This is an optimization exercise on Yosys and OpenROAD, whose aim is small area, a short achievable clock period and few clock cycles, not a production implementation.
Only simulation tests tie the RTL to the original design; equivalence was not proved.
Power figures rest on the tool's default switching activity, not on a simulated workload.

===== flow/flow/run.sh =====
#!/bin/bash
# The standard layout (standard.sh: ORFS from synthesis to finish, with
# the standard flow's constraints), with two changes:
#  - synthesis is the standard flow's synthesis script, except that ABC maps the logic
#    with flow/abc_map_a.script (area-oriented mapping); flip-flop mapping and
#    every other synthesis step are unchanged, so the registers are the same;
#  - timing repair keeps a setup margin, so that it works on the achieved
#    period and not only on the 30 ns clock.
# Make's output goes to standard.log; ORFS keeps each step's log under orfs/logs.
set -euo pipefail
here=$(pwd)
{
  echo "proc abc {args} { set i [lsearch \$args -script]; if {\$i >= 0} { lset args [expr {\$i + 1}] $here/flow/abc_map_a.script }; yosys abc {*}\$args }"
  cat synth_recipe.tcl
} > synth_recipe_own.tcl
sed "s#SYNTH_SCRIPT=$here/synth_recipe.tcl#SYNTH_SCRIPT=$here/synth_recipe_own.tcl#" standard.sh > standard_own.sh
grep -q synth_recipe_own.tcl standard_own.sh
bash standard_own.sh SETUP_SLACK_MARGIN=23 finish > standard.log 2>&1

===== flow/flow/abc_map_a.script =====
strash
dch -f
map -a
topo
stime -c

===== flow/standard.sh =====
#!/bin/bash
# synth_recipe.tcl (not shown) runs the flow's synth.tcl, then flattens the netlist and writes it again
# the make line also repeats each setting of config.mk as NAME=value (left out here)
make -C /OpenROAD-flow-scripts/flow DESIGN_CONFIG=/design/flow/config.mk WORK_HOME=/design/flow/orfs CLKGATE_MAP_FILE= SYNTH_SCRIPT=/design/flow/synth_recipe.tcl "${@:-finish}"

===== flow/config.mk =====
export PLATFORM = sky130hd
export DESIGN_NAME = WorkingFinal
export DESIGN_NICKNAME = WorkingFinal
export VERILOG_FILES = /design/flow/design.v
export SDC_FILE = /design/flow/constraint.sdc
export NUM_CORES = 4
export LEC_CHECK = 0
export ABC_AREA = 1
export CAP_MARGIN = 20
export CORE_MARGIN = 2
export CORE_UTILIZATION = 45
export CTS_BUF_LIST = sky130_fd_sc_hd__clkbuf_8
export SLEW_MARGIN = 20

===== flow/constraint.sdc =====
create_clock -name core_clock -period 30.0 [get_ports {clk}]
set_input_delay 6.0000 -clock core_clock [delete_from_list [all_inputs] [get_ports {clk}]]
set_output_delay 6.0000 -clock core_clock [all_outputs]
set_load 0.01 [all_outputs]

===== flow/design.v =====
module WorkingFinal(input clk, input reset, input wire [15:0] mem_rdata,
                    output wire [15:0] mem_addr, output wire [15:0] mem_wdata,
                    output wire mem_we, output wire halt);
	reg [15:0] mar;       
	reg [15:0] ir;        
	reg        iv;        
	reg [15:0] wdr;       
	reg [15:0] rem;       
	reg [15:0] r4, r5, r6, r7;
	reg        we;        
	reg        dcyc;      
	reg        ldw;       
	reg [1:0]  ldrd;      
	reg        halted;
	reg [1:0]  dst;       
	reg [3:0]  cnt;       
	reg        dsm;       
	assign mem_addr  = mar;
	assign mem_wdata = wdr;
	assign mem_we    = we;
	assign halt      = halted;
	wire [3:0] op = ir[15:12];
	wire [2:0] rd = ir[11:9];
	wire [2:0] rs = ir[8:6];
	wire [2:0] rt = ir[5:3];
	wire [2:0] rc = ir[2:0];
	wire [15:0] sext6 = {{10{ir[5]}}, ir[5:0]};
	wire [15:0] sext3 = {{13{ir[2]}}, ir[2:0]};
	wire [15:0] soff = {sext6[14:0], 1'b0};
	wire isDIV  = (op == 4'b0011);
	wire isLW   = (op == 4'b1000);
	wire isSW   = (op == 4'b1001);
	wire isBNE  = (op == 4'b1010);
	wire isJALR = (op == 4'b1101);
	wire isSH   = (op[3:2] == 2'b01) && (op[1:0] != 2'b00);
	wire isORI  = (op == 4'b1011);
	wire wrRd   = (op[3] == 1'b0 && op != 4'b0011) || isORI || isJALR;
	wire fc = !dcyc && !halted;    
	wire ev = iv && fc;            
	function [15:0] rdreg(input [2:0] i, input [15:0] a4, input [15:0] a5,
	                      input [15:0] a6, input [15:0] a7);
		case (i)
			3'd0: rdreg = 16'd1;
			3'd1: rdreg = 16'd3;
			3'd2: rdreg = 16'd4;
			3'd3: rdreg = 16'd15;
			3'd4: rdreg = a4;
			3'd5: rdreg = a5;
			3'd6: rdreg = a6;
			default: rdreg = a7;
		endcase
	endfunction
	wire [2:0] bidx = (isBNE || isSW) ? rd : rt;
	wire [15:0] A = rdreg(rs, r4, r5, r6, r7);
	wire [15:0] B = rdreg(bidx, r4, r5, r6, r7);
	wire [15:0] C = rdreg(rc, r4, r5, r6, r7);
	wire big = ir[2];
	wire [1:0] sa = ir[1:0];
	wire left = (op == 4'b0101);
	wire fill = (op == 4'b0111) && A[15];
	wire [15:0] s1 = sa[0] ? (left ? {A[14:0], 1'b0} : {fill, A[15:1]}) : A;
	wire [15:0] s2 = sa[1] ? (left ? {s1[13:0], 2'b0} : {{2{fill}}, s1[15:2]}) : s1;
	wire [15:0] shv = big ? {16{fill}} : s2;
	reg [15:0] x, y;
	reg cin1, cin2;
	always @(*) begin
		x = B; y = C; cin1 = 1'b0; cin2 = 1'b0;
		case (op)
			4'b0001: begin x = ~B; y = ~C; cin1 = 1'b1; cin2 = 1'b1; end
			4'b0010: begin y = ~C; cin2 = 1'b1; end
			4'b0011: begin x = (dst == 2'd1) ? {rem[14:0], wdr[15]} : B; y = ~C; cin2 = 1'b1; end
			4'b0100: y = sext3;
			4'b1010: begin x = mar; y = soff; end
			4'b0101, 4'b0110, 4'b0111: begin x = shv; y = 16'd0; end
			4'b1011: begin x = 16'd0; y = {10'd0, ir[5:0] & ~A[5:0]}; end
			4'b1000, 4'b1001, 4'b1101: begin x = 16'd0; y = sext6; end
			default: ;
		endcase
	end
	wire [15:0] a = (isBNE || isDIV || isSH) ? 16'd0 : A;
	wire [15:0] cs = a ^ x ^ y;
	wire [15:0] cc = (a & x) | (a & y) | (x & y);
	wire [17:0] addw = {1'b0, cs, 1'b1} + {1'b0, cc[14:0], cin1, cin2};
	wire [15:0] sum = addw[16:1];
	wire cout = addw[17] | cc[15];    
	wire [15:0] res = sum;
	wire [15:0] marp2 = mar + 16'd2;
	wire ne = (A != B);
	wire [15:0] jtgt_f = {marp2[15:13], mem_rdata[11:0], 1'b0};
	wire e_redir = ev && ((isBNE && ne && ir[5:0] != 6'd0) || isJALR);
	wire e_mem   = ev && (isLW || isSW);
	wire e_stall = ev && isDIV && (dst != 2'd2);
	wire fa      = fc && !e_redir && !e_stall;            
	wire f_isJ   = (mem_rdata[15:12] == 4'b1100);
	wire f_isH   = (mem_rdata[15:13] == 3'b111);
	wire [15:0] nseq = f_isJ ? jtgt_f : marp2;
	wire div_start = ev && isDIV && (dst == 2'd0);
	wire div_small = (dst == 2'd1) && dsm;
	wire div_iter  = (dst == 2'd1) && !dsm;
	wire div_last  = div_iter && (cnt == 4'd0);
	wire div_qw    = ev && (dst == 2'd2);
	wire dq = rem[15] | cout;
	wire [15:0] rnext = dq ? sum : {rem[14:0], wdr[15]};
	wire dz = (C == 16'd0);
	wire [1:0] lzn = (B[15:12] != 4'd0) ? 2'd0 :
	                 (B[11:8]  != 4'd0) ? 2'd1 :
	                 (B[7:4]   != 4'd0) ? 2'd2 : 2'd3;
	reg [15:0] bsh;
	always @(*) begin
		case (lzn)
			2'd0: bsh = B;
			2'd1: bsh = {B[11:0], 4'd0};
			2'd2: bsh = {B[7:0], 8'd0};
			default: bsh = {B[3:0], 12'd0};
		endcase
	end
	wire dhz = (C[15:2] == 14'd0);
	wire dv1 = dhz && (C[1:0] == 2'd1);    
	wire div_d01   = div_start && (dz || dv1);    
	wire s1q = dhz && C[1:0] == 2'd1 && bsh[15];
	wire s1r = bsh[15] && !(dhz && C[1:0] == 2'd1);
	reg        wen;
	reg [1:0]  widx;
	reg [15:0] wdat;
	always @(*) begin
		wen = 1'b0; widx = rd[1:0]; wdat = res;
		if (dcyc) begin
			wen = ldw; widx = ldrd; wdat = mem_rdata;
		end else if (div_last) begin
			wen = rs[2]; widx = rs[1:0]; wdat = rnext;
		end else if (div_small || div_d01) begin
			wen = rs[2]; widx = rs[1:0]; wdat = dv1 ? 16'd0 : B;
		end else if (div_qw) begin
			wen = rd[2]; widx = rd[1:0]; wdat = wdr;
		end else if (ev && wrRd) begin
			wen = rd[2]; widx = rd[1:0]; wdat = isJALR ? mar : res;
		end
	end
	always @(posedge clk) begin
		if (wen && widx == 2'd0) r4 <= wdat;
		if (wen && widx == 2'd1) r5 <= wdat;
		if (wen && widx == 2'd2) r6 <= wdat;
		if (wen && widx == 2'd3) r7 <= wdat;
	end
	always @(posedge clk) begin
		if (reset) begin
			mar <= 16'd0;
			iv <= 1'b0;
			we <= 1'b0;
			dcyc <= 1'b0;
			halted <= 1'b0;
			dst <= 2'd0;
		end else begin
			we <= e_mem && isSW;
			dcyc <= e_mem;
			if (dcyc)
				mar <= rem;
			else if (halted)
				mar <= mar;
			else if (e_redir)
				mar <= sum;
			else if (e_mem)
				mar <= sum;
			else if (e_stall)
				mar <= mar;
			else
				mar <= nseq;
			if (fa)
				iv <= !f_isJ;
			else if (e_redir)
				iv <= 1'b0;
			if (fa && f_isH)
				halted <= 1'b1;
			if (div_d01)
				dst <= 2'd2;
			else if (div_start)
				dst <= 2'd1;
			else if (div_last || div_small)
				dst <= 2'd2;
			else if (div_qw)
				dst <= 2'd0;
		end
	end
	always @(posedge clk) begin
		if (fa)
			ir <= mem_rdata;
		ldw <= isLW && rd[2];
		ldrd <= rd[1:0];
		dsm <= div_start && !cout && !dz && !dv1;
		if (div_small || div_d01)
			wdr <= dz ? 16'hffff : (dv1 ? B : 16'd0);
		else if (div_iter)
			wdr <= {wdr[14:0], dq};
		else if (div_start)
			wdr <= {bsh[14:0], s1q};
		else
			wdr <= B;
		if (div_iter)
			cnt <= cnt - 4'd1;
		else
			cnt <= {~lzn, 2'b10};
		if (div_iter)
			rem <= rnext;
		else if (div_start)
			rem <= {15'd0, s1r};
		else
			rem <= nseq;
	end
endmodule

==> flow_summary.yaml, run 1 <==
logic_synthesis:
  synth_area_per_cell_um2: 7.37
  synthCells: 1449
  synth-seq-cells: 142
  synth-seq-area-share_pct: 34.1
  synth_cell_type_count: 37
  netlist_area_mm2: 0.0107
  synth_top_cell_area_share_pct: 22.5
  synth_edf_count: 80
  yosys-top-cells-area: "edfxtp_1 (22%), dfxtp_1 (12%), nand2_1 (9.7%)"
  async_reset_ff_share_pct: 0
  ys.flop_type: "edfxtp_1"
  synth_fp_nets: 1503
  synth_top_cell_by_area: "edfxtp_1"
  yosys_warnings: 1
sta:
  rsz0062_at_grt: "yes"
  fin_skew_ns: 0.0251
  max_freq_mhz: 142
  setup_tns_ns: 0
  post-route-period-util_pct: 23.4
  whs_ns: 0.460
  relSlewSlack_pct: 23.8
  setup_viol: 0
  min_period_ns: 7.03
  worst_pin_slew_ns: 1.13
  drv_slew: 0
  hold_viol: 0
die:
  rows: 56
  start_util_pct: 45.7
  coreArea_mm2: 0.0234
  dieArea_mm2: 0.0250
  die_w_um: 158
  num_io_pins: 52
  die-height_um: 158
power_and_ir_drop:
  p_int_w: 0.000752
  p_leak_nw: 5.04
  swShare_pct: 51.9
  combinationalPowerShare_pct: 68.0
  power.density_mw_per_mm2: 113
  clockPowerShare_pct: 10.9
  seqPwrFrac_pct: 21.1
  power_w: 0.00156
  ir_drop_mv: 0.0638
  power_switching_w: 0.000811
place:
  hpwl_mm: 36.3
  portBuffers: 51
  dpl-instance-area_mm2: 0.0120
  place_congestion: 1.07
global_routing:
  antenna_found_initial: 1
  grt_pass1_vias: 12000
  grt_usage_pct: 42.3
  grt_max_degree: 34
  grt_pass1_wl_mm: 76.9
  overflow: 0
critical_path:
  max_stage_delay_ns: 0.62
  cp_common_cell: "o21ai_0"
  cp-startpoint: "mem_rdata[7]"
  r2r_start: "ir[14]"
  worstPathRequired_ns: 30.33
  worstSetupEndpointType: "flop"
  path_buf_inv: 1
  crit_fanout: 3
  crit_type: "in2reg"
  crit_family: "compound AO/OA/AOI/OAI gates"
  crit_arrival_ns: 7.36
  cp_slowest_cell: "clkdlybuf4s50_1"
  crit_chain: "clkdlybuf4s50_1 > o21ai_0 > o21ai_0 > o211ai_1 > a31oi_1"
  start_kind: "primary input"
routing:
  routed_via_density: 6.56
  wl_per_cell_um: 26.3
  vias: 13100
  drtIter0Drc: 1896
  drc: 0
  drt-pass1-iter-count: 10
  final_antenna_net_count: 0
  totalWireLength_mm: 52.4
finish:
  num-fill-cells: 2259
  final_area_mm2: 0.0138
  drive_gt1_share_pct: 22.2
  synthToLayoutAreaGrowth_pct: 29.5
  nNetsFinal: 1711
clocking:
  htreeDepth: 4
  cts_buffers: 17
  cts_tree: "built"
  cts_root_buffer: "clkbuf_8"
  clock-sinks: 142
  clk_pin_slew_ns: 0.10
  ctsHoldBuffers: 0
  insertion_delay_ns: 0.49
  clockBufferDepth: 2
worst_hold_path:
  hp-start: "cnt[0]"
  min_path_type: "reg2reg"
status:
  status: "complete, no violations"
job:
  drv_cap: 0
[routing by layer]
layer	global-route usage, %	wire (um)	part of all wire (%)
met5	0	0	0
met4	23.0	3070	5.9
met3	10.5	6760	13
met2	60.5	21900	42
met1	58.4	20700	39
[stage by stage]
| step | std cells | setup WS [ns] | utilization (%) |
|---|---|---|---|
| after detailed placement | 1857 | 21.30 | 51.3 |
| after floorplan | 1449 | 22.88 | - |
| after global placement | 1857 | 21.65 | 51.3 |
| after global routing | 1989 | 22.87 | 59.1 |
| final | 1990 | 22.97 | 59.1 |
| after CTS | 1953 | 23.00 | 56.2 |
[layout by cell type, fill, tap and decap left out, types with 10 or more instances in the layout]
| cell type | synthesis | final |
|---|---|---|
| nand2_1 | 277 | 269 |
| clkinv_1 | 198 | 173 |
| o21ai_0 | 156 | 132 |
| buf_4 | 0 | 124 |
| nor2_1 | 139 | 123 |
| a21oi_1 | 126 | 114 |
| edfxtp_1 | 80 | 80 |
| a22oi_1 | 40 | 38 |
| o22ai_1 | 36 | 35 |
| a221oi_1 | 40 | 35 |
| xor2_1 | 34 | 33 |
| dfxtp_1 | 62 | 29 |
| buf_2 | 0 | 29 |
| nand3_1 | 36 | 27 |
| o211ai_1 | 24 | 24 |
| o221ai_1 | 22 | 22 |
| a31oi_1 | 25 | 20 |
| nor3_1 | 24 | 18 |
| dfxtp_4 | 0 | 18 |
| fa_1 | 17 | 17 |
| clkbuf_8 | 0 | 17 |
| ha_1 | 19 | 15 |
| dfxtp_2 | 0 | 15 |
| o2111ai_1 | 14 | 13 |
| o21ai_1 | 0 | 13 |
| buf_6 | 0 | 12 |
| a211oi_1 | 11 | 11 |
| nor2_2 | 0 | 10 |
| a32oi_1 | 14 | 10 |
| a21oi_2 | 0 | 10 |
| nor4_1 | 12 | 10 |
[worst register-to-register path: cells and delay by family, from the launching register on]
family / cells / cell delay, ns
simple gates: 12 / 1.59
flops: 1 / 0.46
fa+ha+maj: 2 / 0.74
compound gates: 15 / 2.77
buf+inv: 9 / 1.13
[cell families after synthesis]
| family | count (synthesis) | share of synthesized area [%] |
|---|---|---|
| AO/OA/AOI/OAI | 534 | 31.5 |
| flip-flops | 142 | 34.1 |
| buffers and inverters | 198 | 6.96 |
| AND/OR/NAND/NOR | 502 | 19.0 |
| adder cells (fa/ha/maj) | 36 | 5.41 |
| multiplexers | 1 | 0.0937 |
| XOR/XNOR | 36 | 2.95 |
[Yosys cell counts, types with 2 or more instances]
cell / count
a211oi_1: 11
a21oi_1: 126
a221o_2: 2
a221oi_1: 40
a22o_2: 3
a22oi_1: 40
a31oi_1: 25
a32oi_1: 14
a41oi_1: 2
and3_2: 2
clkinv_1: 198
dfxtp_1: 62
edfxtp_1: 80
fa_1: 17
ha_1: 19
nand2_1: 277
nand3_1: 36
nand3b_1: 2
nand4_1: 8
nor2_1: 139
nor3_1: 24
nor4_1: 12
o2111ai_1: 14
o211ai_1: 24
o21a_1: 6
o21ai_0: 156
o221ai_1: 22
o22ai_1: 36
o311ai_0: 6
o31ai_1: 4
or2_2: 2
xnor2_1: 2
xor2_1: 34
[worst paths after layout]
check,slack [ns],end,depth (start not counted)
worst min register to register,0.46,cnt[0],1
worst max-delay path,22.97,mar[8],5
worst min-delay path,0.46,cnt[0],1
worst max register to register,23.10,r4[9],38
[sequential cells by signal (all words and copies together) (netlist names), 2 cells and up]
signal,cells
wdr,16
r4,16
r6,16
dst,2
rem,16
r5,16
ir,16
cnt,4
ldrd,2
r7,16
mar,16
[timing repair]
action                                  in CTS  in global routing
pin swaps                                   18                 38
gates resized for setup                    280                109
setup buffers                               58                 36
endpoints found under the setup margin     134                104
gates cloned                                 6                  0
[area by class of cell]
class	instances	area, um2	area share, %
repair buffers	184	1480	10.7
inverters	198	792	5.72
clock inverters	15	170	1.23
diodes	1	2.50	0.0181
clock buffers	17	234	1.69
multi-input cells	1114	7030	50.8
well taps	319	399	2.88
flip-flops and latches	142	3730	27.0
[power groups by stage]
| stage | combinational [W] | clock (W) | sequential (W) |
|---|---|---|---|
| after floorplan | 0.000509 | 0 | 0.000330 |
| final | 0.00106 | 0.000170 | 0.000330 |
| after global placement | 0.000807 | 0 | 0.000338 |
| after CTS | 0.000933 | 0.000170 | 0.000328 |
| after global routing | 0.00113 | 0.000176 | 0.000332 |
| after detailed placement | 0.000809 | 0 | 0.000338 |
Testbench counts, summed over its fixed seeds: cycles 15,730.
==> inputs of run 2 (changes only) <==
--- a/flow/design.v
+++ b/flow/design.v
@@ -11,9 +11,8 @@
 	reg        dcyc;      
 	reg        ldw;       
-	reg [1:0]  ldrd;      
+	reg [2:0]  ldrd;      
 	reg        halted;
 	reg [1:0]  dst;       
 	reg [3:0]  cnt;       
-	reg        dsm;       
 	assign mem_addr  = mar;
 	assign mem_wdata = wdr;
@@ -69,5 +68,5 @@
 			4'b0001: begin x = ~B; y = ~C; cin1 = 1'b1; cin2 = 1'b1; end
 			4'b0010: begin y = ~C; cin2 = 1'b1; end
-			4'b0011: begin x = (dst == 2'd1) ? {rem[14:0], wdr[15]} : B; y = ~C; cin2 = 1'b1; end
+			4'b0011: begin x = {rem[14:0], wdr[15]}; y = ~C; cin2 = 1'b1; end
 			4'b0100: y = sext3;
 			4'b1010: begin x = mar; y = soff; end
@@ -88,5 +87,5 @@
 	wire ne = (A != B);
 	wire [15:0] jtgt_f = {marp2[15:13], mem_rdata[11:0], 1'b0};
-	wire e_redir = ev && ((isBNE && ne && ir[5:0] != 6'd0) || isJALR);
+	wire e_redir = ev && ((isBNE && ne) || isJALR);
 	wire e_mem   = ev && (isLW || isSW);
 	wire e_stall = ev && isDIV && (dst != 2'd2);
@@ -96,6 +95,5 @@
 	wire [15:0] nseq = f_isJ ? jtgt_f : marp2;
 	wire div_start = ev && isDIV && (dst == 2'd0);
-	wire div_small = (dst == 2'd1) && dsm;
-	wire div_iter  = (dst == 2'd1) && !dsm;
+	wire div_iter  = (dst == 2'd1);
 	wire div_last  = div_iter && (cnt == 4'd0);
 	wire div_qw    = ev && (dst == 2'd2);
@@ -103,5 +101,6 @@
 	wire [15:0] rnext = dq ? sum : {rem[14:0], wdr[15]};
 	wire dz = (C == 16'd0);
-	wire [1:0] lzn = (B[15:12] != 4'd0) ? 2'd0 :
+	wire [1:0] lzn = dz ? 2'd0 :
+	                 (B[15:12] != 4'd0) ? 2'd0 :
 	                 (B[11:8]  != 4'd0) ? 2'd1 :
 	                 (B[7:4]   != 4'd0) ? 2'd2 : 2'd3;
@@ -116,7 +115,5 @@
 	end
 	wire dhz = (C[15:2] == 14'd0);
-	wire dv1 = dhz && (C[1:0] == 2'd1);    
-	wire div_d01   = div_start && (dz || dv1);    
-	wire s1q = dhz && C[1:0] == 2'd1 && bsh[15];
+	wire s1q = dz || (dhz && C[1:0] == 2'd1 && bsh[15]);
 	wire s1r = bsh[15] && !(dhz && C[1:0] == 2'd1);
 	reg        wen;
@@ -126,9 +123,7 @@
 		wen = 1'b0; widx = rd[1:0]; wdat = res;
 		if (dcyc) begin
-			wen = ldw; widx = ldrd; wdat = mem_rdata;
+			wen = ldw && ldrd[2]; widx = ldrd[1:0]; wdat = mem_rdata;
 		end else if (div_last) begin
 			wen = rs[2]; widx = rs[1:0]; wdat = rnext;
-		end else if (div_small || div_d01) begin
-			wen = rs[2]; widx = rs[1:0]; wdat = dv1 ? 16'd0 : B;
 		end else if (div_qw) begin
 			wen = rd[2]; widx = rd[1:0]; wdat = wdr;
@@ -172,9 +167,7 @@
 			if (fa && f_isH)
 				halted <= 1'b1;
-			if (div_d01)
-				dst <= 2'd2;
-			else if (div_start)
+			if (div_start)
 				dst <= 2'd1;
-			else if (div_last || div_small)
+			else if (div_last)
 				dst <= 2'd2;
 			else if (div_qw)
@@ -185,10 +178,7 @@
 		if (fa)
 			ir <= mem_rdata;
-		ldw <= isLW && rd[2];
-		ldrd <= rd[1:0];
-		dsm <= div_start && !cout && !dz && !dv1;
-		if (div_small || div_d01)
-			wdr <= dz ? 16'hffff : (dv1 ? B : 16'd0);
-		else if (div_iter)
+		ldw <= isLW;
+		ldrd <= rd;
+		if (div_iter)
 			wdr <= {wdr[14:0], dq};
 		else if (div_start)
==> flow_summary.yaml, run 2 <==
sta:
  worst_pin_slew_ns: 1.14
  setup_viol: 0
  rsz0062_at_grt: "yes"
  relSlewSlack_pct: 24.1
  max_freq_mhz: 142
  fin_skew_ns: 0.0163
  drv_slew: 0
  min_period_ns: 7.04
  fin_ws_ns: 22.96
  setup_tns_ns: 0
  post-route-period-util_pct: 23.5
  hold_viol: 0
critical_path:
  cp.depth: 10
  crit_arrival_ns: 7.41
  start_kind: "primary input"
  r2r_cells: 27
  crit_chain: "clkdlybuf4s15_2 > nand2_8 > nor3_4 > buf_6 > clkbuf_4 > a21oi_1 > a21oi_1 > nand2_1 > o21ai_0 > a31oi_1"
  worstSetupEndpointType: "flop"
  cp_slowest_cell: "clkdlybuf4s15_2"
  crit_family: "buffers and inverters"
  worstPathRequired_ns: 30.36
  path_buf_inv: 3
  max_stage_delay_ns: 0.27
  cp_common_cell: "a21oi_1"
  crit_fanout: 7
  crit_type: "in2reg"
logic_synthesis:
  synth_edf_count: 80
  synth_most_common_cell: "nand2_1"
  yosys-top-cells-area: "edfxtp_1 (24%), dfxtp_1 (12%), nand2_1 (8.7%)"
  netlist_area_mm2: 0.0102
  synthTopCellsByCount: "nand2_1 (237), clkinv_1 (205), o21ai_0 (150)"
  yosys_warnings: 1
  synth_area_per_cell_um2: 7.49
  synth-seq-cells: 142
  async_reset_ff_share_pct: 0
  synth-seq-area-share_pct: 35.7
  synth_cell_type_count: 38
  ys.flop_type: "edfxtp_1"
  synthCells: 1363
  synth_top_cell_area_share_pct: 23.5
  synth_fp_nets: 1417
  synth_top_cell_by_area: "edfxtp_1"
global_routing:
  grt_pass1_wl_mm: 70.3
  overflow: 0
  grt_max_degree: 42
  grt_usage_pct: 39.8
  antenna_found_initial: 0
  grt_pass1_vias: 10900
worst_hold_path:
  min_path_type: "reg2reg"
  holdPathStages: 0
clocking:
  clockBufferDepth: 2
  cts_tree: "built"
  clk_pin_slew_ns: 0.11
  cts_root_buffer: "clkbuf_8"
  ctsHoldBuffers: 0
  insertion_delay_ns: 0.48
  cts_buffers: 17
  htreeDepth: 4
  clock-sinks: 142
routing:
  routed_via_density: 6.54
  met1_length_mm: 19.4
  met2_length_mm: 20.1
  routed-wl-met3_mm: 5.61
  final_antenna_net_count: 0
  drc: 0
  vias: 11900
  totalWireLength_mm: 47.9
  drtIter0Drc: 1660
  top_layer: "met4"
  wl_per_cell_um: 26.2
  drt-pass1-iter-count: 6
power_and_ir_drop:
  power.density_mw_per_mm2: 102
  p_leak_nw: 4.65
  ir_drop_mv: 0.0380
finish:
  num-fill-cells: 2233
  seq_area_mm2: 0.00373
  multi_input_area_mm2: 0.00613
  final_common_cell: "nand2_1"
  drive_gt1_share_pct: 19.0
  nNetsFinal: 1580
  layout_common_cells: "nand2_1 (228), clkinv_1 (185), nor2_1 (130)"
  antenna_cells: 0
  synthToLayoutAreaGrowth_pct: 23.5
die:
  rows: 55
  num_io_pins: 52
  dieArea_mm2: 0.0239
  die_w_um: 155
  die-height_um: 155
  start_util_pct: 45.5
  coreArea_mm2: 0.0224
place:
  dp_worst_setup_slack_ns: 21.45
  portBuffers: 51
  hpwl_mm: 35.3
  place_congestion: 1.03
status:
  status: "complete, no violations"
job:
  drv_cap: 0
## run 2: cell families (layout without fill, tap and decap cells)
kind of cell | Yosys count | count (layout) | synth area share, %
AOI/OAI and AO/OA | 495 | 495 | 30.4
buffers and inverters | 205 | 381 | 7.53
and+or+nand+nor | 448 | 448 | 17.5
adders and majority gates | 36 | 36 | 5.66
DFF | 142 | 142 | 35.7
muxes | 5 | 5 | 0.490
xor gates and xnor gates | 32 | 32 | 2.74
## run 2: report_power, final
group | leakage [nW] | internal [W] | switching, W
logic | 3.17 | 0.000258 | 0.000545
clock network | 0.209 | 0.0000644 | 0.000103
registers | 1.27 | 0.000298 | 0.0000241
total | 4.65 | 0.000620 | 0.000672
## run 2: cell type report
class | instances | area share (%)
multi-input combinational | 1016 | 48.6
clock inverter | 15 | 1.50
tap | 285 | 2.83
sequential | 142 | 29.6
clock buffer | 17 | 1.85
inverter | 205 | 6.54
timing repair buffer | 144 | 9.07
## run 2: stage by stage
stage	cells	utilization, %	hold WS, ns	total power (W)	cell area, um2
5_1_grt	1824	56.2	0.422	0.00136	12600
3_5_place_dp	1732	50.8	0.371	0.00104	11400
4_1_cts	1793	53.9	0.397	0.00123	12100
6_report	1824	56.2	0.394	0.00129	12600
3_3_place_gp	1732	50.8	0.361	0.00104	11400
2_1_floorplan	1363	-	0.356	0.000767	10200
## run 2: path summary, 6_finish.rpt
path / startpoint / to / slack [ns]
setup / recovery: mem_rdata[15] / mar[8] / 22.96
hold / removal: ir[10] / ldrd[1] / 0.39
setup reg to reg: ir[8] / r7[9] / 23.28
hold reg to reg: ir[10] / ldrd[1] / 0.39
## run 2: repair_timing
item                                    in CTS  in global routing
gates cloned                                 1                  0
buffers inserted                            28                 31
gates resized for setup                    252                 77
pin swaps                                    1                  5
endpoints found under the setup margin     135                 83
## run 2: routing by layer
layer / up-vias / track usage (%)
met3: 163 / 7.23
met5: - / 0
met1: 5632 / 56.1
met4: 0 / 19.8
met2: 857 / 58.9
li1: 5274 / -
Testbench counts of run 2, summed over its fixed seeds: cycles 16,919.

[afterwards: timing with drivers on the ports]
Ports are ideal in the flow. The routed layouts listed here were re-timed in OpenROAD.
Step 1 (the two cells are an assumption about what drives the block):
set clk [get_ports {clk}]
set_driving_cell -lib_cell sky130_fd_sc_hd__clkbuf_16 $clk
set_driving_cell -lib_cell sky130_fd_sc_hd__buf_2 [delete_from_list [all_inputs] $clk]
Step 2, shift: input delay + t, output delay - t, t = (earliest + latest rising clock arrival at the registers) / 2. This alone moves slack from input paths to output paths.
Three values: no drivers, after step 1, after step 2; two values: the first two.
run | t, ns | setup slack, ns | hold WS [ns] | slew at the worst register clock pin (ns)
run 1 | 0.530 | 22.971 / 22.966 / 22.466 | 0.460 / 0.460 / 0.460 | 0.12 / 0.12
run 2 | 0.516 | 22.955 / 22.971 / 22.462 | 0.394 / 0.394 / 0.394 | 0.11 / 0.11
After both steps every run listed still meets setup and hold. The setup slack of run 1, which loses most, moves by -0.005 ns with the drivers and by -0.505 ns with both steps.
